This design comes from an exercise in tuning for small area and a short achievable clock period on the open sky130 flow, not from production work. Power and IR drop assume default switching activity.

==> flow/design.v <==
module M216A_TopModule(
    input  wire       clk_i,
    input  wire       rst_i,
    input  wire [4:0] width_i,
    input  wire [4:0] height_i,
    output wire [7:0] index_x_o,
    output wire [7:0] index_y_o,
    output wire [3:0] strike_o
);
    wire [4:0] h = height_i;
    reg s10, s4, s3, s9, s13, s8, s78, s5, s6, s7;
    reg ab0, ab1, ab2, vr;
    reg [4:0] wr;
    always @(posedge clk_i) begin
        s10 <= h == 5'd4;
        s4  <= h == 5'd6 || h == 5'd7;
        s3  <= h == 5'd8 || h == 5'd9;
        s9  <= h == 5'd11 || h == 5'd12;
        s13 <= h >= 5'd13;
        s8  <= h == 5'd4 || h == 5'd5;
        s78 <= h == 5'd7 || h == 5'd8;
        s5  <= h == 5'd9 || h == 5'd10;
        s6  <= h == 5'd5 || h == 5'd6;
        s7  <= h == 5'd10 || h == 5'd11;
        ab0 <= h == 5'd5 || h == 5'd10;
        ab1 <= h == 5'd6 || h == 5'd11 || h == 5'd12;
        ab2 <= h == 5'd4 || h == 5'd9 || h == 5'd12;
        vr  <= |h[4:2];
        wr  <= width_i;
    end
    wire valid = vr;
    reg started;
    reg ph0, ph1, ph2, ph3;
    always @(posedge clk_i) begin
        if (rst_i) begin
            started <= 1'b0;
            {ph0, ph1, ph2, ph3} <= 4'b1000;
        end else begin
            if (valid) started <= 1'b1;
            if (valid | started) {ph0, ph1, ph2, ph3} <= {ph3, ph0, ph1, ph2};
        end
    end
    wire clr = rst_i | ~started;
    reg  [52:1] RH, RT;
    wire [3:0] T1  = RT[4:1],   T2  = RT[8:5],   T3  = RT[12:9],  T4  = RT[16:13];
    wire [3:0] T5  = RT[20:17], T6  = RT[24:21], T7  = RT[28:25], T8  = RT[32:29];
    wire [3:0] T9  = RT[36:33], T10 = RT[40:37], T11 = RT[44:41], T12 = RT[48:45];
    wire [3:0] T13 = RT[52:49];
    wire [3:0] A0 = {4{s10}} & T10 | {4{s4}} & T4 | {4{s3}} & T3 | {4{s9}} & T9
                  | {4{s13}} & T13 | {4{ab0}};
    wire [3:0] A1 = {4{s8}} & T8 | {4{s78}} & T1 | {4{s5}} & T5 | {4{s13}} & T12
                  | {4{ab1}};
    wire [3:0] A2 = {4{s6}} & T6 | {4{s78}} & T2 | {4{s7}} & T7 | {4{s13}} & T11
                  | {4{ab2}};
    wire k8 = s78 & s3;
    wire p01 = ~k8;
    wire p02 = ~(k8 | s4 & s6 | s9 & s7);
    function cmp4;
        input [3:0] a, b;
        input c;
        reg [3:0] lt, le;
        begin
            lt = ~a & b;
            le = ~a | b;
            cmp4 = lt[3] | le[3] & lt[2] | le[3] & le[2] & lt[1]
                 | le[3] & le[2] & le[1] & lt[0] | (&le) & c;
        end
    endfunction
    wire [3:0] klo = 4'd0 - wr[3:0];
    wire [3:0] kn  = ph1 ? 4'd7 : klo;
    reg le01, le02, le12, f0, f1, f2;
    always @(posedge clk_i) begin
        le01 <= cmp4(A0, A1, ph0 ? p01 : le01);
        le02 <= cmp4(A0, A2, ph0 ? p02 : le02);
        le12 <= cmp4(A1, A2, ph0 | le12);
        f0   <= cmp4(A0, kn, ph0 | f0);
        f1   <= cmp4(A1, kn, ph0 | f1);
        f2   <= cmp4(A2, kn, ph0 | f2);
    end
    wire win0 = le01 & le02;
    wire win1 = ~le01 & le12;
    wire win2 = ~win0 & ~win1;
    wire fit = win0 & f0 | win1 & f1 | win2 & f2;
    reg w0r, w1r, w2r;
    always @(posedge clk_i) begin
        w0r <= win0;
        w1r <= win1;
        w2r <= win2;
    end
    wire [3:0] Tsel = ph3 ? ({4{w0r}} & A0 | {4{w1r}} & A1 | {4{w2r}} & A2)
                          : ({4{win0}} & A0 | {4{win1}} & A1 | {4{win2}} & A2);
    wire [3:0] cid = {4{win0 & s10}} & 4'd10 | {4{win0 & s4}} & 4'd4 | {4{win0 & s3}} & 4'd3
                   | {4{win0 & s9}} & 4'd9 | {4{win0 & s13}} & 4'd13
                   | {4{win1 & s8}} & 4'd8 | {4{win1 & s78}} & 4'd1 | {4{win1 & s5}} & 4'd5
                   | {4{win1 & s13}} & 4'd12
                   | {4{win2 & s6}} & 4'd6 | {4{win2 & s78}} & 4'd2 | {4{win2 & s7}} & 4'd7
                   | {4{win2 & s13}} & 4'd11;
    function [4:0] add4;
        input [3:0] t, d;
        reg c1, c2, c3, c4;
        begin
            c1 = d[0] & t[0];
            c2 = d[1] ? (t[1] | c1) : (t[1] & c1);
            c3 = d[2] ? (t[2] | c2) : (t[2] & c2);
            c4 = d[3] ? (t[3] | c3) : (t[3] & c3);
            add4 = {c4, t ^ d ^ {c3, c2, c1, 1'b0}};
        end
    endfunction
    reg [4:0] S0, S1, S2;
    always @(posedge clk_i) begin
        if (ph0) begin
            S0 <= add4(A0, wr[3:0]);
            S1 <= add4(A1, wr[3:0]);
            S2 <= add4(A2, wr[3:0]);
        end
    end
    wire [4:0] Ssel = {5{win0}} & S0 | {5{win1}} & S1 | {5{win2}} & S2;
    reg inc;
    wire [3:0] hinc = Tsel + {3'b0, inc};
    reg [3:0] sumr;
    always @(posedge clk_i) begin
        inc  <= Ssel[4] | wr[4];
        sumr <= ph3 ? hinc : Ssel[3:0];
    end
    reg [3:0] code;
    reg [7:0] xq;
    always @(posedge clk_i) begin
        if (rst_i)
            code <= 4'd0;
        else if (ph2)
            code <= ~valid ? 4'd0 : (fit ? cid : 4'd15);
    end
    always @(posedge clk_i) begin
        if (ph2) xq[3:0] <= Tsel;
        if (ph3) xq[7:4] <= Tsel;
    end
    wire wph = ph3 | ph0;
    integer s;
    always @(posedge clk_i) begin
        for (s = 1; s <= 13; s = s + 1) begin
            RH[4*s -: 4] <= RT[4*s -: 4];
            if (clr)
                RT[4*s -: 4] <= 4'd0;
            else if (wph && code == s)
                RT[4*s -: 4] <= sumr;
            else
                RT[4*s -: 4] <= RH[4*s -: 4];
        end
    end
    reg ld, strk;
    always @(posedge clk_i) begin
        ld   <= ~rst_i & ph1 & (code != 4'd0);
        strk <= code == 4'd15;
    end
    reg [7:0] ytab;
    always @(*) begin
        case (code)
            4'd1:  ytab = 8'd0;
            4'd2:  ytab = 8'd8;
            4'd3:  ytab = 8'd16;
            4'd4:  ytab = 8'd25;
            4'd5:  ytab = 8'd32;
            4'd6:  ytab = 8'd42;
            4'd7:  ytab = 8'd48;
            4'd8:  ytab = 8'd59;
            4'd9:  ytab = 8'd64;
            4'd10: ytab = 8'd76;
            4'd11: ytab = 8'd80;
            4'd12: ytab = 8'd96;
            4'd13: ytab = 8'd112;
            default: ytab = 8'd128;
        endcase
    end
    reg [7:0] xo, yo;
    reg [3:0] so;
    always @(posedge clk_i) begin
        if (rst_i) begin
            xo <= 8'd0;
            yo <= 8'd0;
            so <= 4'd0;
        end else if (ld) begin
            xo <= strk ? 8'd128 : xq;
            yo <= ytab;
            if (strk) so <= so + 4'd1;
        end
    end
    assign index_x_o = xo;
    assign index_y_o = yo;
    assign strike_o  = so;
endmodule
clock: 4.0 ns
lec_check: 0
cap_margin: 20
core_margin: 2
core_utilization: 40
cts_buf_list: sky130_fd_sc_hd__clkbuf_4 sky130_fd_sc_hd__clkbuf_8
gpl_timing_driven: 0
setup_slack_margin: 2.2
slew_margin: 20
standard.sh (not shown) runs the stock make flow with config.mk's settings and CLKGATE_MAP_FILE= SYNTH_SCRIPT=/design/flow/synth_recipe.tcl, a recipe that flattens the netlist after the stock synthesis.
==> flow/flow/run.sh <==
#!/bin/bash
# Standard layout, but with faster port buffers than the default pick.
cp standard.sh standard_sh.txt
export BUFFER_PORTS_ARGS="-buffer_cell sky130_fd_sc_hd__buf_2"
bash standard.sh > standard.log 2>&1
Rerun with:
--- a/flow/design.v
+++ b/flow/design.v
@@ -96,30 +96,15 @@
                    | {4{win2 & s6}} & 4'd6 | {4{win2 & s78}} & 4'd2 | {4{win2 & s7}} & 4'd7
                    | {4{win2 & s13}} & 4'd11;
-    function [4:0] add4;
-        input [3:0] t, d;
-        reg c1, c2, c3, c4;
-        begin
-            c1 = d[0] & t[0];
-            c2 = d[1] ? (t[1] | c1) : (t[1] & c1);
-            c3 = d[2] ? (t[2] | c2) : (t[2] & c2);
-            c4 = d[3] ? (t[3] | c3) : (t[3] & c3);
-            add4 = {c4, t ^ d ^ {c3, c2, c1, 1'b0}};
-        end
-    endfunction
-    reg [4:0] S0, S1, S2;
-    always @(posedge clk_i) begin
-        if (ph0) begin
-            S0 <= add4(A0, wr[3:0]);
-            S1 <= add4(A1, wr[3:0]);
-            S2 <= add4(A2, wr[3:0]);
-        end
-    end
-    wire [4:0] Ssel = {5{win0}} & S0 | {5{win1}} & S1 | {5{win2}} & S2;
     reg inc;
-    wire [3:0] hinc = Tsel + {3'b0, inc};
+    wire [3:0] d = ph3 ? {3'b0, inc} : wr[3:0];
+    wire c1 = d[0] & Tsel[0];
+    wire c2 = d[1] ? (Tsel[1] | c1) : (Tsel[1] & c1);
+    wire c3 = d[2] ? (Tsel[2] | c2) : (Tsel[2] & c2);
+    wire c4 = d[3] ? (Tsel[3] | c3) : (Tsel[3] & c3);
+    wire [3:0] sum = Tsel ^ d ^ {c3, c2, c1, 1'b0};
     reg [3:0] sumr;
     always @(posedge clk_i) begin
-        inc  <= Ssel[4] | wr[4];
-        sumr <= ph3 ? hinc : Ssel[3:0];
+        inc  <= c4 | wr[4];
+        sumr <= sum;
     end
     reg [3:0] code;
What happened:
- The changed run completed with no timing, DRC or antenna violations
- combinational power is lower by 29%
- utilization decreases by 2.8 points
- count of clock-buffer cells in the layout climbs by 1
- global-route usage is lower by 0.98 points
- power falls by 6.3%
- critical path depth went down by 3
- die area is lower by 11%
- wire length drops by 16%
- non-clock buffer count fell by 57
- via count drops by 15%
No run of this note included a check of the RTL's function; only the layout flow was run.

==> port drivers added, routing unchanged <==
The flow's constraints put no driver on any port. The routed layouts listed below were extracted and timed again, unchanged, in two steps.
Step 1: set_driving_cell puts a clkbuf_16 on clk_i and a buf_2 on each other input, an assumption about the parent block.
Step 2 also shifts input and output timing later by t, the mid clock arrival at the registers, as if the neighbouring blocks saw the same clock.
Three values: ideal, step 1, step 2; two values: the first two.
run	shift t [ns]	setup slack, ns	hold slack, ns	latest minus earliest clock arrival (ns)	worst register clock-pin slew, ns
the first run	0.512	1.411 / 1.411 / 1.411	0.353 / 0.353 / 0.353	0.013 / 0.013	0.10 / 0.10
the second run	0.487	1.020 / 1.020 / 1.020	0.354 / 0.354 / 0.354	0.012 / 0.012	0.09 / 0.09
After both steps every run listed still meets setup and hold.
